Source: an optimization exercise on an open RTL-to-GDS flow (aim: small area). Production flows keep margins and buffers that such runs may drop. The RTL was checked by simulation tests, not by an equivalence proof against the original design. Power is estimated from default activity; no workload was simulated.

[config.mk]
export PLATFORM = sky130hd
export DESIGN_NAME = parking_meter
export DESIGN_NICKNAME = parking_meter
export VERILOG_FILES = /design/flow/design.v
export SDC_FILE = /design/flow/constraint.sdc
export NUM_CORES = 4
export LEC_CHECK = 0
export CAP_MARGIN = 20
export CORE_MARGIN = 2
export CORE_UTILIZATION = 40
export SLEW_MARGIN = 20
[constraint.sdc]
create_clock -name core_clock -period 12.0 [get_ports {clk}]
set_input_delay 2.4000 -clock core_clock [delete_from_list [all_inputs] [get_ports {clk}]]
set_output_delay 2.4000 -clock core_clock [all_outputs]
set_load 0.01 [all_outputs]
[design.v]
module parking_meter(
input		clk,
input		rst,
input		rst1,
input		rst2,
input		add1,
input		add2,
input		add3,
input		add4,
output	[3:0]	val1,
output	[3:0]	val2,
output	[3:0]	val3,
output	[3:0]	val4,
output	[6:0]	led_seg,
output		a1,a2,a3,a4
);
reg [3:0] d0, d1, d2, d3;      
reg [6:0] p;                   
reg       hi_prev;             
reg       se;                  
reg [1:0] sen_num;
reg       en_prev;             
reg       rst_prev;            
reg [3:0] dreg;                
wire key_en = rst2 | rst1 | add4 | add3 | add2 | add1;
wire p99 = p[6] & p[5] & p[1] & p[0];
wire p49 = ~p[6] & p[5] & p[4] & ~p[3] & ~p[2] & ~p[1] & p[0];
wire p0  = ~|p;
wire p1  = ~|p[6:1] & p[0];
wire z   = ~|{d3, d2, d1, d0};
wire hi  = |d3 | d2[3] | d2[2] | d2[1] | (d2[0] & d1[3]);
reg [3:0] n1; reg c1;
always @* begin
	if (add4)      {c1, n1} = {1'b0, d1};
	else if (add3) case (d1)
		0: {c1, n1} = 5'h08; 1: {c1, n1} = 5'h09; 2: {c1, n1} = 5'h10; 3: {c1, n1} = 5'h11;
		4: {c1, n1} = 5'h12; 5: {c1, n1} = 5'h13; 6: {c1, n1} = 5'h14; 7: {c1, n1} = 5'h15;
		8: {c1, n1} = 5'h16; default: {c1, n1} = 5'h17; endcase
	else if (add2) case (d1)
		0: {c1, n1} = 5'h02; 1: {c1, n1} = 5'h03; 2: {c1, n1} = 5'h04; 3: {c1, n1} = 5'h05;
		4: {c1, n1} = 5'h06; 5: {c1, n1} = 5'h07; 6: {c1, n1} = 5'h08; 7: {c1, n1} = 5'h09;
		8: {c1, n1} = 5'h10; default: {c1, n1} = 5'h11; endcase
	else case (d1)
		0: {c1, n1} = 5'h06; 1: {c1, n1} = 5'h07; 2: {c1, n1} = 5'h08; 3: {c1, n1} = 5'h09;
		4: {c1, n1} = 5'h10; 5: {c1, n1} = 5'h11; 6: {c1, n1} = 5'h12; 7: {c1, n1} = 5'h13;
		8: {c1, n1} = 5'h14; default: {c1, n1} = 5'h15; endcase
end
wire [1:0] kh = add4 ? 2'd3 : (add3 | add2) ? 2'd1 : 2'd0;
reg [3:0] n2; reg c2;
always @* begin
	case ({kh, c1})
		3'b000: {c2, n2} = {1'b0, d2};
		3'b001, 3'b010: {c2, n2} = inc(d2);
		3'b011: {c2, n2} = inc2(d2);
		3'b110: {c2, n2} = inc3(d2);
		default: {c2, n2} = inc4(d2);
	endcase
end
wire [4:0] t3 = inc(d3);
wire c3 = c2 & t3[4];
wire [3:0] n3 = c2 ? t3[3:0] : d3;
function [4:0] inc (input [3:0] d);
	case (d)
		0: inc = 5'h01; 1: inc = 5'h02; 2: inc = 5'h03; 3: inc = 5'h04; 4: inc = 5'h05;
		5: inc = 5'h06; 6: inc = 5'h07; 7: inc = 5'h08; 8: inc = 5'h09; default: inc = 5'h10;
	endcase
endfunction
function [4:0] inc2 (input [3:0] d);
	case (d)
		0: inc2 = 5'h02; 1: inc2 = 5'h03; 2: inc2 = 5'h04; 3: inc2 = 5'h05; 4: inc2 = 5'h06;
		5: inc2 = 5'h07; 6: inc2 = 5'h08; 7: inc2 = 5'h09; 8: inc2 = 5'h10; default: inc2 = 5'h11;
	endcase
endfunction
function [4:0] inc3 (input [3:0] d);
	case (d)
		0: inc3 = 5'h03; 1: inc3 = 5'h04; 2: inc3 = 5'h05; 3: inc3 = 5'h06; 4: inc3 = 5'h07;
		5: inc3 = 5'h08; 6: inc3 = 5'h09; 7: inc3 = 5'h10; 8: inc3 = 5'h11; default: inc3 = 5'h12;
	endcase
endfunction
function [4:0] inc4 (input [3:0] d);
	case (d)
		0: inc4 = 5'h04; 1: inc4 = 5'h05; 2: inc4 = 5'h06; 3: inc4 = 5'h07; 4: inc4 = 5'h08;
		5: inc4 = 5'h09; 6: inc4 = 5'h10; 7: inc4 = 5'h11; 8: inc4 = 5'h12; default: inc4 = 5'h13;
	endcase
endfunction
function [3:0] dec (input [3:0] d);
	dec = {d[0] ? d[3] : ~|d[3:1],
	       d[0] ? d[2] : (d[3] | d[2] & d[1]),
	       d[0] ? d[1] : (~d[1] & (d[3] | d[2])),
	       ~d[0]};
endfunction
wire b0 = ~|d0;
wire b1 = b0 & ~|d1;
wire b2 = b1 & ~|d2;
always @(posedge clk) begin
	if (rst) begin
		{d3, d2, d1, d0} <= 0;
	end else if (key_en) begin
		if (rst1)      {d3, d2, d1, d0} <= 16'h0016;
		else if (rst2) {d3, d2, d1, d0} <= 16'h0150;
		else if (c3)   {d3, d2, d1, d0} <= 16'h9999;
		else           {d3, d2, d1} <= {n3, n2, n1};
	end else if (p99 & ~z) begin
		d0 <= dec(d0);
		if (b0) d1 <= dec(d1);
		if (b1) d2 <= dec(d2);
		if (b2) d3 <= dec(d3);
	end
end
wire [6:0] pinc = {p[6] ^ &p[5:0], p[5] ^ &p[4:0], p[4] ^ &p[3:0], p[3] ^ &p[2:0],
                   p[2] ^ &p[1:0], p[1] ^ p[0], ~p[0]};
always @(posedge clk) begin
	if (rst | key_en | p99) p <= 0;
	else p <= pinc;
end
always @(posedge clk) begin
	if (rst) hi_prev <= 0;
	else     hi_prev <= hi;
end
always @(posedge clk) begin
	if (rst)
		se <= 1;
	else if (p0)
		se <= se | hi_prev;
	else if (hi)
		se <= 1;
	else if (z) begin
		if (p99) se <= 0;
		else if (p49) se <= 1;
	end else if (p1)
		se <= ~d0[0];
end
always @(posedge clk) begin
	rst_prev <= rst;
	en_prev <= se;
	if (rst) begin
		sen_num <= 0;
		dreg <= 8;
	end else begin
		sen_num <= {sen_num[1] ^ sen_num[0], ~sen_num[0]};
		if (se)
			dreg <= sen_num[1] ? (sen_num[0] ? d0 : d1) : (sen_num[0] ? d2 : d3);
	end
end
assign a4 = ~rst_prev & ~(en_prev & ~sen_num[1] &  sen_num[0]);
assign a3 = ~rst_prev & ~(en_prev &  sen_num[1] & ~sen_num[0]);
assign a2 = ~rst_prev & ~(en_prev &  sen_num[1] &  sen_num[0]);
assign a1 = ~rst_prev & ~(en_prev & ~sen_num[1] & ~sen_num[0]);
assign val1 = d0;
assign val2 = d1;
assign val3 = d2;
assign val4 = d3;
wire [3:0] q = dreg;
wire i3 = ~q[3] & ~q[2] & ~q[1];
assign led_seg[0] = i3 | q[2] & q[1] & q[0];
assign led_seg[1] = ~q[3] & ~q[2] & (q[1] | q[0]) | q[1] & q[0];
assign led_seg[2] = q[0] | q[2] & ~q[1];
assign led_seg[3] = i3 & q[0] | q[2] & ~q[1] & ~q[0] | q[2] & q[1] & q[0];
assign led_seg[4] = ~q[2] & q[1] & ~q[0];
assign led_seg[5] = q[2] & (q[1] ^ q[0]);
assign led_seg[6] = i3 & q[0] | q[2] & ~q[1] & ~q[0];
endmodule
[flow/run.sh]
#!/bin/bash
# Standard ORFS layout with two changes: the port buffers are the smallest
# buffer, and CTS inserts no dummy loads and uses small clock buffers.
set -euo pipefail
cd "$(dirname "$0")/.."
export BUFFER_PORTS_ARGS="-buffer_cell sky130_fd_sc_hd__buf_1"
export CTS_ARGS="-sink_clustering_enable -repair_clock_nets -dont_use_dummy_load -buf_list sky130_fd_sc_hd__clkbuf_4 -root_buf sky130_fd_sc_hd__clkbuf_4"
bash standard.sh > standard.log 2>&1
[standard.sh]
#!/bin/bash
# synth_recipe.tcl (not shown) runs the flow's synth.tcl, then flattens the netlist and writes it again
# the make line also repeats each setting of config.mk as NAME=value (left out here)
make -C /OpenROAD-flow-scripts/flow DESIGN_CONFIG=/design/flow/config.mk WORK_HOME=/design/flow/orfs CLKGATE_MAP_FILE= SYNTH_SCRIPT=/design/flow/synth_recipe.tcl "${@:-finish}"
==> results of run 1 <==
Yosys cell counts (2+ instances only):
master and instances:
mux2i_1 9, a221oi_1 3, or2_2 2, xnor2_1 3, buf_2 2, nor3_1 18
o21bai_1 2, a31oi_1 13, or3_1 6, nor4_1 5, ha_1 18, and2_1 4
clkbuf_1 14, dfxtp_1 33, nor2_1 41, nand4_1 6, or2_1 2, a21o_1 2
nor3b_1 2, and3_1 5, nand3_1 6, o211ai_1 3, a21oi_1 20, inv_1 21
mux4_2 4, nand2_1 15, nand2b_1 3, buf_6 2, o21ai_0 18, o31ai_1 2
nor2b_1 4, o41ai_1 2
cell type report:
type / count / area [µm²] / share of cell area (%)
clock buffers: 5 / 37.5 / 1.36
repair buffers: 35 / 135 / 4.91
multi-input cells: 252 / 1750 / 63.4
inverters: 21 / 78.8 / 2.86
flip-flops and latches: 33 / 661 / 24.0
well taps: 77 / 96.3 / 3.50
where the power goes:
part | internal, mW | switching (mW) | leakage, nW | total (mW)
clock | 0.0195 | 0.0332 | 0.0230 | 0.0527
combinational | 0.0191 | 0.0290 | 0.744 | 0.0481
sequential | 0.113 | 0.00850 | 0.269 | 0.122
metal layers:
layer | routed length [µm] | vias up | share of wire, % | global-route usage, %
li1 | - | 1243 | - | -
met1 | 3180 | 1165 | 48 | 25.7
met4 | 38 | 0 | 0.57 | 3.67
met3 | 300 | 4 | 4.5 | 3.44
met2 | 3140 | 68 | 47 | 31.7
met5 | 0 | - | 0 | 0
through the flow:
step / util [%] / power, mW / area, µm² / hold WS (ns) / worst slack [ns]
2_1_floorplan: - / 0.158 / 2570 / 0.329 / 7.72
3_3_place_gp: 43.3 / 0.172 / 2720 / 0.466 / 7.11
3_5_place_dp: 43.3 / 0.172 / 2720 / 0.477 / 7.12
4_1_cts: 43.9 / 0.224 / 2750 / 0.506 / 7.45
5_1_grt: 43.9 / 0.236 / 2750 / 0.532 / 7.17
6_report: 43.9 / 0.222 / 2750 / 0.513 / 7.41
logic make-up after synthesis:
family	Yosys count	synth area share, %
DFF	33	25.7
xor gates and xnor gates	4	1.36
muxes	14	7.45
adders and majority gates	18	8.76
buffers and inverters	39	6.38
AOI/OAI and AO/OA	90	25.2
and+or+nand+nor	126	25.1
flip-flops by register name (all words and copies together), names as in the netlist, 2 cells and up:
name and flops:
p 7, d0 4, d1 4, d2 4, d3 4, dreg 4, sen_num 2
worst max-delay path, stage by stage:
cell and delay (ns):
buf_1 0.27, nor4_4 0.81, nand2_1 0.23, o41ai_1 0.52, o21bai_1 0.27, mux2i_1 0.23, nor2_1 0.05
worst min path at each step:
stage	start	end	slack, ns
2_1_floorplan	se	en_prev	0.33
3_3_place_gp	p[0]	p[0]	0.47
3_5_place_dp	p[0]	p[0]	0.48
6_report	p[0]	p[0]	0.51
4_1_cts	p[0]	p[0]	0.51
5_1_grt	p[0]	p[0]	0.53
==> flow_metrics.env, run 1 <==
export IMPL_syn_to_final_growth_pct=7.16
export IMPL_worstPathMaxFanout=14
export IMPL_r2r_start="d1[1]"
export IMPL_clock_fmax_mhz=218
export IMPL_grt_overflow_total=0
export IMPL_cp_data_required_time_ns=12.20
export IMPL_yosysWarnings=1
export IMPL_syn_nets=350
export IMPL_ys_ff_latch=33
export IMPL_clock_latency_ns=0.34
export IMPL_postCtsHoldBufs=0
export IMPL_r2r_setup_slack_ns=9.03
export IMPL_port_buffer_count=34
export IMPL_r2r_end="d1[1]"
export IMPL_final_common_cell="nor2_1"
export IMPL_start_util_pct=40.9
export IMPL_start_kind="input port"
export IMPL_cp_data_arrival_time_ns=4.79
export IMPL_ys_seq_area_share_pct=25.7
export IMPL_via_count=2480
export IMPL_power_density_nw_per_um2=80.8
export IMPL_crit_start="add4"
export IMPL_drt_pass1_iterations=4
export IMPL_outcome="timing/DRC/antenna clean"
export IMPL_first_global_vias=2290
export IMPL_finalNetCount=374
export IMPL_slew_headroom_pct=44.1
export IMPL_ys_types=66
export IMPL_crit_type="in2reg"
export IMPL_clkTransAtPathRegs_ns=0.11
export IMPL_hold_path_depth=1
export IMPL_cts_resized=0
export IMPL_insertedDiodeCount=0
export IMPL_via_per_inst=5.86
export IMPL_setup_violations=0
export IMPL_ir_drop_mv=0.0427
export IMPL_synth_edf_count=0
export IMPL_coreArea_um2=6280
export IMPL_endpoint="d3[2]"
export IMPL_ctsLongestPathBuffers=2
export IMPL_post_cts_setup_buffers=0
export IMPL_reg2reg_depth=8
export IMPL_instances_no_fill=423
export IMPL_layout_common_cells="nor2_1 (41), buf_1 (34), dfxtp_1 (33), inv_1 (21), a21oi_1 (20)"
export IMPL_grt_usage_pct=18.9
export IMPL_antenna_left=0
export IMPL_routabilityCongestion=0.864
export IMPL_synth_top_area_share_pct=25.7
export IMPL_ys_async_sr_fraction_pct=0
export IMPL_synth_area_um2=2570
export IMPL_first_iter_violations=186
export IMPL_grt_max_degree=26
export IMPL_dp_hpwl_um=4830
export IMPL_pin_count=35
export IMPL_netlist_top_cells_area="dfxtp_1 (26%), ha_1 (8.8%), nor2_1 (6.0%)"
export IMPL_post_drt_wl_per_cell_um=15.7
export IMPL_cts_htree_levels=2
export IMPL_fillCellCount=656
export IMPL_drive_above_1_share_pct=6.94
export IMPL_max_cap_viol_count=0
export IMPL_drc=0
export IMPL_clock_sinks=33
export IMPL_hp_class="reg2reg"
export IMPL_worst_pin_slew_ns=0.838
export IMPL_cts_tree="done"
export IMPL_hold_viol=0
export IMPL_antenna_found_initial=0
export IMPL_synthFlopType="dfxtp_1"
export IMPL_period_minus_slack_ns=4.59
export IMPL_synth_area_leader_cell="dfxtp_1"
export IMPL_setup_tns_ns=0
export IMPL_rsz0062_at_grt="no"
export IMPL_timing_final_crit_share_pct=38.3
export IMPL_synthCells=324
export IMPL_p_leak_nw=1.04
export IMPL_synth_area_per_cell_um2=7.93
export IMPL_cts_buffers=5
export IMPL_root_buffer="clkbuf_4"
export IMPL_die_h_um=84.2
export IMPL_grt_pass1_wl_um=11100
export IMPL_wirelength_um=6660
export IMPL_die_w_um=84.2
export IMPL_num_rows=29
export IMPL_skew_ns=0.0308
export IMPL_end_kind="flip-flop"
export IMPL_slew_viol_final=0
export IMPL_die_area_um2=7080
export IMPL_post_place_cells=418
==> run 2: changes to the inputs <==
==> run.sh (new file) <==
#!/bin/bash
# synth_recipe.tcl (not shown) runs the flow's synth.tcl, then flattens the netlist and writes it again
# the make line also repeats each setting of config.mk as NAME=value (left out here)
make -C /OpenROAD-flow-scripts/flow DESIGN_CONFIG=/design/flow/config.mk WORK_HOME=/design/flow/orfs CLKGATE_MAP_FILE= SYNTH_SCRIPT=/design/flow/synth_recipe.tcl finish
removed: flow/run.sh
removed: standard.sh
==> run 2 against run 1 <==
Net effect: largest cell class unchanged; critical path depth is 1 lower; highest routed layer unchanged; design area is 10% higher; still clean on timing, DRC and antenna; global-route usage is 0.47 points higher; sequential power hardly changed; fmax is 9.6% lower.
==> flow_metrics.env, run 2 <==
export IMPL_synth_area_um2=2570
export IMPL_clock_sinks=33
export IMPL_setup_tns_ns=0
export IMPL_path_cells="clkdlybuf4s50_1 -> nor4_4 -> nand2_1 -> a31oi_1 -> a31oi_4 -> mux2_1"
export IMPL_layout_common_cells="nor2_1 (41), clkdlybuf4s50_1 (34), dfxtp_1 (33), inv_1 (21), a21oi_1 (20)"
export IMPL_critPathSlowestCell="nor4_4"
export IMPL_synth_area_leader_cell="dfxtp_1"
export IMPL_cp_data_arrival_time_ns=5.25
export IMPL_synth_edf_count=0
export IMPL_hp_class="reg2reg"
export IMPL_regMostFlops="p"
export IMPL_first_iter_violations=279
export IMPL_netlist_top_cells_area="dfxtp_1 (26%), ha_1 (8.8%), nor2_1 (6.0%)"
export IMPL_slew_viol_final=0
export IMPL_crit_type="in2reg"
export IMPL_skew_ns=0.00211
export IMPL_cts_htree_levels=2
export IMPL_fillCellCount=648
export IMPL_ctsLongestPathBuffers=2
export IMPL_synth_area_per_cell_um2=7.93
export IMPL_crit_family="simple AND/OR/NAND/NOR gates"
export IMPL_rsz0062_at_grt="no"
export IMPL_grt_usage_pct=19.4
export IMPL_min_from="p[0]"
export IMPL_p_leak_nw=1.15
export IMPL_end_kind="flip-flop"
export IMPL_p_total_uw=277
export IMPL_outcome="timing/DRC/antenna clean"
export IMPL_cts_buffers=5
export IMPL_first_global_vias=2245
export IMPL_antenna_left=0
export IMPL_start_util_pct=40.9
export IMPL_via_per_inst=5.90
export IMPL_die_h_um=84.2
export IMPL_seqPwrFrac_pct=44.0
export IMPL_ys_seq_area_share_pct=25.7
export IMPL_wirelength_um=6730
export IMPL_synthFlopType="dfxtp_1"
export IMPL_critical_path_max_stage_delay_ns=0.84
export IMPL_r2r_start="d1[1]"
export IMPL_combPwrFrac_pct=19.9
export IMPL_yosysWarnings=1
export IMPL_via_count=2506
export IMPL_ys_async_sr_fraction_pct=0
export IMPL_ys_ff_latch=33
export IMPL_timing_final_crit_share_pct=42.3
export IMPL_clock_latency_ns=0.28
export IMPL_slew_headroom_pct=41.5
export IMPL_num_rows=29
export IMPL_power_switching_uw=77.4
export IMPL_port_buffer_count=34
export IMPL_antenna_found_initial=0
export IMPL_grt_pass1_wl_um=11300
export IMPL_netlist_top_cells_count="nor2_1 (41), dfxtp_1 (33), inv_1 (21)"
export IMPL_post_cts_setup_buffers=0
export IMPL_cp_data_required_time_ns=12.17
export IMPL_coreArea_um2=6280
export IMPL_synth_top_area_share_pct=25.7
export IMPL_post_place_cells=418
export IMPL_final_common_cell="nor2_1"
export IMPL_setup_violations=0
export IMPL_crit_start="add4"
export IMPL_die_w_um=84.2
export IMPL_syn_nets=350
export IMPL_dp_hpwl_um=4920
export IMPL_finalNetCount=374
export IMPL_postCtsHoldBufs=0
export IMPL_p_int_uw=199
export IMPL_instances_no_fill=425
export IMPL_hold_viol=0
export IMPL_p_sw_share_pct=28.0
export IMPL_period_minus_slack_ns=5.08
export IMPL_cts_resized=0
export IMPL_p_clk_share_pct=36.1
export IMPL_worstPathMaxFanout=14
export IMPL_cts_tree="done"
export IMPL_holdWs_ns=0.505
export IMPL_root_buffer="clkbuf_8"
export IMPL_worst_pin_slew_ns=0.877
export IMPL_power_density_nw_per_um2=91.3
export IMPL_largest_register_ffs=7
export IMPL_ys_types=66
export IMPL_drt_pass1_iterations=5
export IMPL_max_cap_viol_count=0
export IMPL_start_kind="input port"
export IMPL_grt_overflow_total=0
export IMPL_drc=0
export IMPL_pin_count=35
export IMPL_grt_max_degree=26
export IMPL_insertedDiodeCount=0
export IMPL_drive_above_1_share_pct=7.47
export IMPL_routabilityCongestion=0.881
export IMPL_post_drt_wl_per_cell_um=15.8
export IMPL_ir_drop_mv=0.0652
export IMPL_synthCells=324
export IMPL_clkTransAtPathRegs_ns=0.06
export IMPL_path_buf_inv=1
export IMPL_yosys_cell_count_top_type="nor2_1"
export IMPL_die_area_um2=7080
export IMPL_syn_to_final_growth_pct=18.0
export IMPL_clock_fmax_mhz=197
==> run 2: cell count changes in the layout (fill, tap and decap cells not counted) <==
cell	change
buf_1	-34
bufinv_16	+1
clkinv_2	+1
clkbuf_4	-5
clkdlybuf4s50_1	+34
clkbuf_8	+5
==> run 2: worst paths after layout <==
kind                            endpoint  slack [ns]  cells past startpoint
worst min register to register      p[0]        0.51                      1
worst max-delay path               d1[1]        6.92                      6
worst max register to register     d1[1]        9.00                      8
worst min-delay path                p[0]        0.51                      1
==> run 2: final cells by class <==
cell class	count	area, µm²	share of cell area, %
flip-flops and latches	33	661	21.8
repair buffers	35	348	11.5
inverters	21	78.8	2.60
clock inverters	2	35.0	1.16
multi-input cells	252	1750	57.5
clock buffers	5	68.8	2.27
well taps	77	96.3	3.18
==> run 2: power groups by stage <==
stage / Combinational, mW / Clock, mW / Sequential (mW)
after global placement: 0.0547 / 0 / 0.124
after CTS: 0.0548 / 0.102 / 0.122
after detailed placement: 0.0545 / 0 / 0.124
after floorplan: 0.0375 / 0 / 0.121
after global routing: 0.0606 / 0.106 / 0.123
final: 0.0552 / 0.0999 / 0.122
==> run 2: logic make-up (layout without fill, tap and decap cells) <==
| logic type | after synthesis | count (layout) | share of synthesized area, % |
|---|---|---|---|
| AOI/OAI and AO/OA | 90 | 90 | 25.2 |
| xor gates and xnor gates | 4 | 4 | 1.36 |
| adders and majority gates | 18 | 18 | 8.76 |
| buffers and inverters | 39 | 63 | 6.38 |
| DFF | 33 | 33 | 25.7 |
| muxes | 14 | 14 | 7.45 |
| and+or+nand+nor | 126 | 126 | 25.1 |
==> run 2: per-layer routing <==
layer	global-route usage [%]	wire length [µm]	up-vias	part of all wire (%)
met5	0	0	-	0
met2	29.8	3080	81	46
met1	28.4	3250	1172	48
met3	3.44	337	9	5.0
met4	4.25	62	0	0.92
li1	-	-	1244	-
==> run 2: through the flow <==
| stage | area, µm² | util [%] | setup WS, ns |
|---|---|---|---|
| 2_1_floorplan | 2570 | - | 7.72 |
| 3_5_place_dp | 2930 | 46.7 | 6.67 |
| 3_3_place_gp | 2930 | 46.7 | 6.74 |
| 5_1_grt | 3030 | 48.3 | 6.67 |
| 6_report | 3030 | 48.3 | 6.92 |
| 4_1_cts | 3030 | 48.3 | 6.99 |
==> run 2: worst register-to-register path, cell delays in order (launching register included) <==
cell       delay [ns]
dfxtp_1          0.54
inv_1            0.17
ha_1             0.29
nor2b_1          0.30
a2111oi_4        0.10
a221oi_2         0.78
or2_4            0.29
a31oi_4          0.09
mux2_1           0.34

==> separate check: timing with driven ports <==
Ports are ideal in the flow. The routed layouts listed here were re-timed in OpenROAD.
Step 1: set_driving_cell puts a clkbuf_16 on clk and a buf_2 on each other input, an assumption about the parent block.
Step 2, shift: input delay + t, output delay - t, t = (earliest + latest rising clock arrival at the registers) / 2. This alone moves slack from input paths to output paths.
Slacks: ideal / step 1 / step 2; pairs: ideal / step 1.
| run | shift t [ns] | slack for setup (ns) | latest minus earliest clock arrival (ns) |
|---|---|---|---|
| run 1 | 0.351 | 7.407 / 7.412 / 7.062 | 0.031 / 0.031 |
| run 2 | 0.311 | 6.920 / 6.927 / 6.616 | 0.002 / 0.002 |
After both steps every run listed still meets setup and hold. The setup slack of run 1, which loses most, moves by +0.005 ns with the drivers and by -0.345 ns with both steps.
